From an optimization exercise on the open Yosys and OpenROAD flow, aimed at small area; shortcuts taken in it are not production practice.
Only simulation tests tie the RTL to the original design; equivalence was not proved.

== run 1 ==
## money_clicker
module money_clicker(clk, rst, key_data, key_valid, tick, money, asset, HEX0, HEX1, HEX2, HEX3, HEX4, HEX5);
Size: roughly 1400 cells after synthesis, about 100 I/O pins, roughly 8400 sq um of cells after synthesis.
Settings: LEC_CHECK=0, ABC_AREA=1, CAP_MARGIN=20, CORE_MARGIN=2, CORE_UTILIZATION=65, CTS_BUF_LIST=sky130_fd_sc_hd__clkbuf_8, SLEW_MARGIN=20; clock period 25.0 ns.
standard.sh (not shown) runs the stock make flow with config.mk's settings and CLKGATE_MAP_FILE= SYNTH_SCRIPT=/design/flow/synth_recipe.tcl, a recipe that flattens the netlist after the stock synthesis.
==> flow/flow/run.sh <==
#!/bin/bash
# Standard synthesis, then the combinational logic re-mapped for area with a
# stronger ABC script (flip-flops untouched), then the standard layout.
# The re-mapping runs from four random seeds in parallel; the smallest result is used.
set -euo pipefail
W=$PWD
R=$W/orfs/results/$FLOW_PLATFORM/money_clicker/base
bash standard.sh synth > $W/1_standard_synth.log 2>&1
cp $R/1_2_yosys.v $W/standard_netlist.v
export REOPT_LIB=$FLOW_HOME/platforms/$FLOW_PLATFORM/lib/sky130_fd_sc_hd__tt_025C_1v80.lib
export REOPT_DONT_USE="sky130_fd_sc_hd__probe_p_8 sky130_fd_sc_hd__probec_p_8 sky130_fd_sc_hd__lpflow_*"
export REOPT_IN=$W/standard_netlist.v
export REOPT_TOP=$FLOW_TOP
pids=()
for S in 0 3 6 9; do
  REOPT_SCRIPT=$W/flow/reopt_s$S.abc REOPT_OUT=$W/reopt_netlist_s$S.v REOPT_STAT=$W/reopt_stat_s$S.txt \
    yosys -c $W/flow/reopt.tcl > $W/2_reopt_yosys_s$S.log 2>&1 &
  pids+=($!)
done
for p in "${pids[@]}"; do wait $p || true; done
best=""; bestArea=""
for S in 0 3 6 9; do
  f=$W/reopt_stat_s$S.txt
  [[ -f $f && -f $W/reopt_netlist_s$S.v ]] || continue
  a=$(grep "Chip area" $f | awk '{print $NF}')
  if [[ -z "$best" ]] || awk -v a=$a -v b=$bestArea 'BEGIN{exit !(a<b)}'; then best=$S; bestArea=$a; fi
done
[[ -n "$best" ]] || { echo "no re-mapping finished" >&2; exit 1; }
echo "re-mapping used: seed $best, area $bestArea" > $W/reopt_choice.txt
REOPT_OUT=$W/reopt_netlist_s$best.v
if grep -q "lpflow\|probe" $REOPT_OUT; then echo "reopt used a dont-use cell" >&2; exit 1; fi
cp $REOPT_OUT $R/1_2_yosys.v
rm -f $R/1_synth.odb $R/1_synth.sdc
bash standard.sh "BUFFER_PORTS_ARGS=-buffer_cell sky130_fd_sc_hd__buf_1" "CTS_ARGS=-sink_clustering_enable -repair_clock_nets -dont_use_dummy_load -buf_list sky130_fd_sc_hd__clkbuf_8" finish > $W/3_standard_layout.log 2>&1
==> flow/flow/reopt_s0.abc <==
&get -n
&st
&deepsyn -T 60 -S 0
&put
strash
dch
amap -F 20 -A 20
==> flow/flow/reopt_s3.abc <==
&get -n
&st
&deepsyn -T 60 -S 3
&put
strash
dch
amap -F 20 -A 20
==> flow/flow/reopt_s6.abc <==
&get -n
&st
&deepsyn -T 60 -S 6
&put
strash
dch
amap -F 20 -A 20
==> flow/flow/reopt_s9.abc <==
&get -n
&st
&deepsyn -T 60 -S 9
&put
strash
dch
amap -F 20 -A 20
Other scripts of this flow, unchanged in this note and not shown: flow/flow/reopt.tcl
Input changes introduced in run 2 (baseline for comparison: run 1):
diff --git a/flow/flow/run.sh b/flow/flow/run.sh
--- a/flow/flow/run.sh
+++ b/flow/flow/run.sh
@@ -2,5 +2,5 @@
 # Standard synthesis, then the combinational logic re-mapped for area with a
 # stronger ABC script (flip-flops untouched), then the standard layout.
-# The re-mapping runs from four random seeds in parallel; the smallest result is used.
+# The re-mapping runs from eight random seeds, four at a time; the smallest result is used.
 set -euo pipefail
 W=$PWD
@@ -12,13 +12,16 @@
 export REOPT_IN=$W/standard_netlist.v
 export REOPT_TOP=$FLOW_TOP
-pids=()
-for S in 0 3 6 9; do
-  REOPT_SCRIPT=$W/flow/reopt_s$S.abc REOPT_OUT=$W/reopt_netlist_s$S.v REOPT_STAT=$W/reopt_stat_s$S.txt \
-    yosys -c $W/flow/reopt.tcl > $W/2_reopt_yosys_s$S.log 2>&1 &
-  pids+=($!)
+SEEDS="0 3 6 9 12 15 18 21"
+for batch in "0 3 6 9" "12 15 18 21"; do
+  pids=()
+  for S in $batch; do
+    REOPT_SCRIPT=$W/flow/reopt_s$S.abc REOPT_OUT=$W/reopt_netlist_s$S.v REOPT_STAT=$W/reopt_stat_s$S.txt \
+      yosys -c $W/flow/reopt.tcl > $W/2_reopt_yosys_s$S.log 2>&1 &
+    pids+=($!)
+  done
+  for p in "${pids[@]}"; do wait $p || true; done
 done
-for p in "${pids[@]}"; do wait $p || true; done
 best=""; bestArea=""
-for S in 0 3 6 9; do
+for S in $SEEDS; do
   f=$W/reopt_stat_s$S.txt
   [[ -f $f && -f $W/reopt_netlist_s$S.v ]] || continue
==> flow/flow/reopt_s0.abc <==
&get -n
&st
&deepsyn -T 60 -S 0
&deepsyn -T 60 -S 50
&put
strash
dch
amap -F 20 -A 20
==> flow/flow/reopt_s12.abc (new file) <==
&get -n
&st
&deepsyn -T 60 -S 12
&deepsyn -T 60 -S 62
&put
strash
dch
amap -F 20 -A 20
==> flow/flow/reopt_s15.abc (new file) <==
&get -n
&st
&deepsyn -T 60 -S 15
&deepsyn -T 60 -S 65
&put
strash
dch
amap -F 20 -A 20
==> flow/flow/reopt_s18.abc (new file) <==
&get -n
&st
&deepsyn -T 60 -S 18
&deepsyn -T 60 -S 68
&put
strash
dch
amap -F 20 -A 20
==> flow/flow/reopt_s21.abc (new file) <==
&get -n
&st
&deepsyn -T 60 -S 21
&deepsyn -T 60 -S 71
&put
strash
dch
amap -F 20 -A 20
==> flow/flow/reopt_s3.abc <==
&get -n
&st
&deepsyn -T 60 -S 3
&deepsyn -T 60 -S 53
&put
strash
dch
amap -F 20 -A 20
==> flow/flow/reopt_s6.abc <==
&get -n
&st
&deepsyn -T 60 -S 6
&deepsyn -T 60 -S 56
&put
strash
dch
amap -F 20 -A 20
==> flow/flow/reopt_s9.abc <==
&get -n
&st
&deepsyn -T 60 -S 9
&deepsyn -T 60 -S 59
&put
strash
dch
amap -F 20 -A 20
Notes after the runs:
- Going from run 1 to run 2, post-layout utilization of the core fell 0.16 points, final cell count decreased 1.7%, minimum period implied by the final worst setup slack shrank by 0.82 ns, number of tap cells inserted neither gained nor lost much, layout cell share with drive strength beyond 1 picked up an extra 0.16 points.
- Wire length for run 2: 0.77% up relative to run 1
- Changes observed in run 2 relative to run 1: first-iteration DRC count went down 13%.
- Lower post-route fraction of the period consumed by the critical path was reported by run 2, not run 1.
Changes in run 3 relative to run 2:
==> flow/flow/run.sh <==
#!/bin/bash
# Standard synthesis, then the combinational logic re-mapped for area with a
# stronger ABC script (flip-flops untouched), then the standard layout.
# The re-mapping runs from four random seeds in parallel; the smallest result is used.
set -euo pipefail
W=$PWD
R=$W/orfs/results/$FLOW_PLATFORM/money_clicker/base
bash standard.sh synth > $W/1_standard_synth.log 2>&1
cp $R/1_2_yosys.v $W/standard_netlist.v
export REOPT_LIB=$FLOW_HOME/platforms/$FLOW_PLATFORM/lib/sky130_fd_sc_hd__tt_025C_1v80.lib
export REOPT_DONT_USE="sky130_fd_sc_hd__probe_p_8 sky130_fd_sc_hd__probec_p_8 sky130_fd_sc_hd__lpflow_*"
export REOPT_IN=$W/standard_netlist.v
export REOPT_TOP=$FLOW_TOP
pids=()
for S in 0 3 6 9; do
  REOPT_SCRIPT=$W/flow/reopt_s$S.abc REOPT_OUT=$W/reopt_netlist_s$S.v REOPT_STAT=$W/reopt_stat_s$S.txt \
    yosys -c $W/flow/reopt.tcl > $W/2_reopt_yosys_s$S.log 2>&1 &
  pids+=($!)
done
for p in "${pids[@]}"; do wait $p || true; done
best=""; bestArea=""
for S in 0 3 6 9; do
  f=$W/reopt_stat_s$S.txt
  [[ -f $f && -f $W/reopt_netlist_s$S.v ]] || continue
  a=$(grep "Chip area" $f | awk '{print $NF}')
  if [[ -z "$best" ]] || awk -v a=$a -v b=$bestArea 'BEGIN{exit !(a<b)}'; then best=$S; bestArea=$a; fi
done
[[ -n "$best" ]] || { echo "no re-mapping finished" >&2; exit 1; }
echo "re-mapping used: seed $best, area $bestArea" > $W/reopt_choice.txt
REOPT_OUT=$W/reopt_netlist_s$best.v
if grep -q "lpflow\|probe" $REOPT_OUT; then echo "reopt used a dont-use cell" >&2; exit 1; fi
cp $REOPT_OUT $R/1_2_yosys.v
rm -f $R/1_synth.odb $R/1_synth.sdc
bash standard.sh "BUFFER_PORTS_ARGS=-buffer_cell sky130_fd_sc_hd__buf_1" "CTS_ARGS=-sink_clustering_enable -repair_clock_nets -dont_use_dummy_load -buf_list sky130_fd_sc_hd__clkbuf_8 -sink_clustering_size 20" finish > $W/3_standard_layout.log 2>&1
==> flow/flow/reopt_s0.abc <==
&get -n
&st
&deepsyn -T 60 -S 0
&put
strash
dch
amap -F 20 -A 20
==> flow/flow/reopt_s3.abc <==
&get -n
&st
&deepsyn -T 60 -S 3
&put
strash
dch
amap -F 20 -A 20
==> flow/flow/reopt_s6.abc <==
&get -n
&st
&deepsyn -T 60 -S 6
&put
strash
dch
amap -F 20 -A 20
==> flow/flow/reopt_s9.abc <==
&get -n
&st
&deepsyn -T 60 -S 9
&put
strash
dch
amap -F 20 -A 20
removed: flow/flow/reopt_s12.abc
removed: flow/flow/reopt_s15.abc
removed: flow/flow/reopt_s18.abc
removed: flow/flow/reopt_s21.abc
--- outcome ---
Run 3 | status: complete | timing, DRC, antenna: pass
The setup slack of run 3 is smaller than that of run 2.
Number of cell instances on the worst register-to-register path (run 3 vs. run 2) increases by a few percent
Cell count: run 3 higher than run 2
[run 3] half-perimeter wire length after detailed placement fell 180 microns relative to run 2
Portion of the clock cycle consumed by the worst path in the final layout delta for run 3 relative to run 2: 3.3 points higher

-- what the ideal ports hide --
The flow's constraints put no driver on any port. The routed layouts listed below were extracted and timed again, unchanged, in two steps. Step 1 assumes that a clkbuf_16 drives the clock port and a buf_2 every other input. Step 2 adds t to the input delays and takes it off the output delays; t is the mean of the earliest and latest rising clock arrival at the registers after step 1. Input paths then give back, and output paths get back, about the clock's delay inside the block. Slacks: ideal ports / drivers / drivers and shift; pairs: ideal ports / drivers.
run	t (ns)	setup WS [ns]	hold WS [ns]	pins driven straight from the clock port
run 1	0.398	8.973 / 8.973 / 8.973	0.433 / 0.433 / 0.433	1
run 2	0.382	9.796 / 9.796 / 9.796	0.423 / 0.423 / 0.423	1
run 3	0.398	8.973 / 8.973 / 8.973	0.433 / 0.433 / 0.433	1
After both steps every run listed still meets setup and hold.
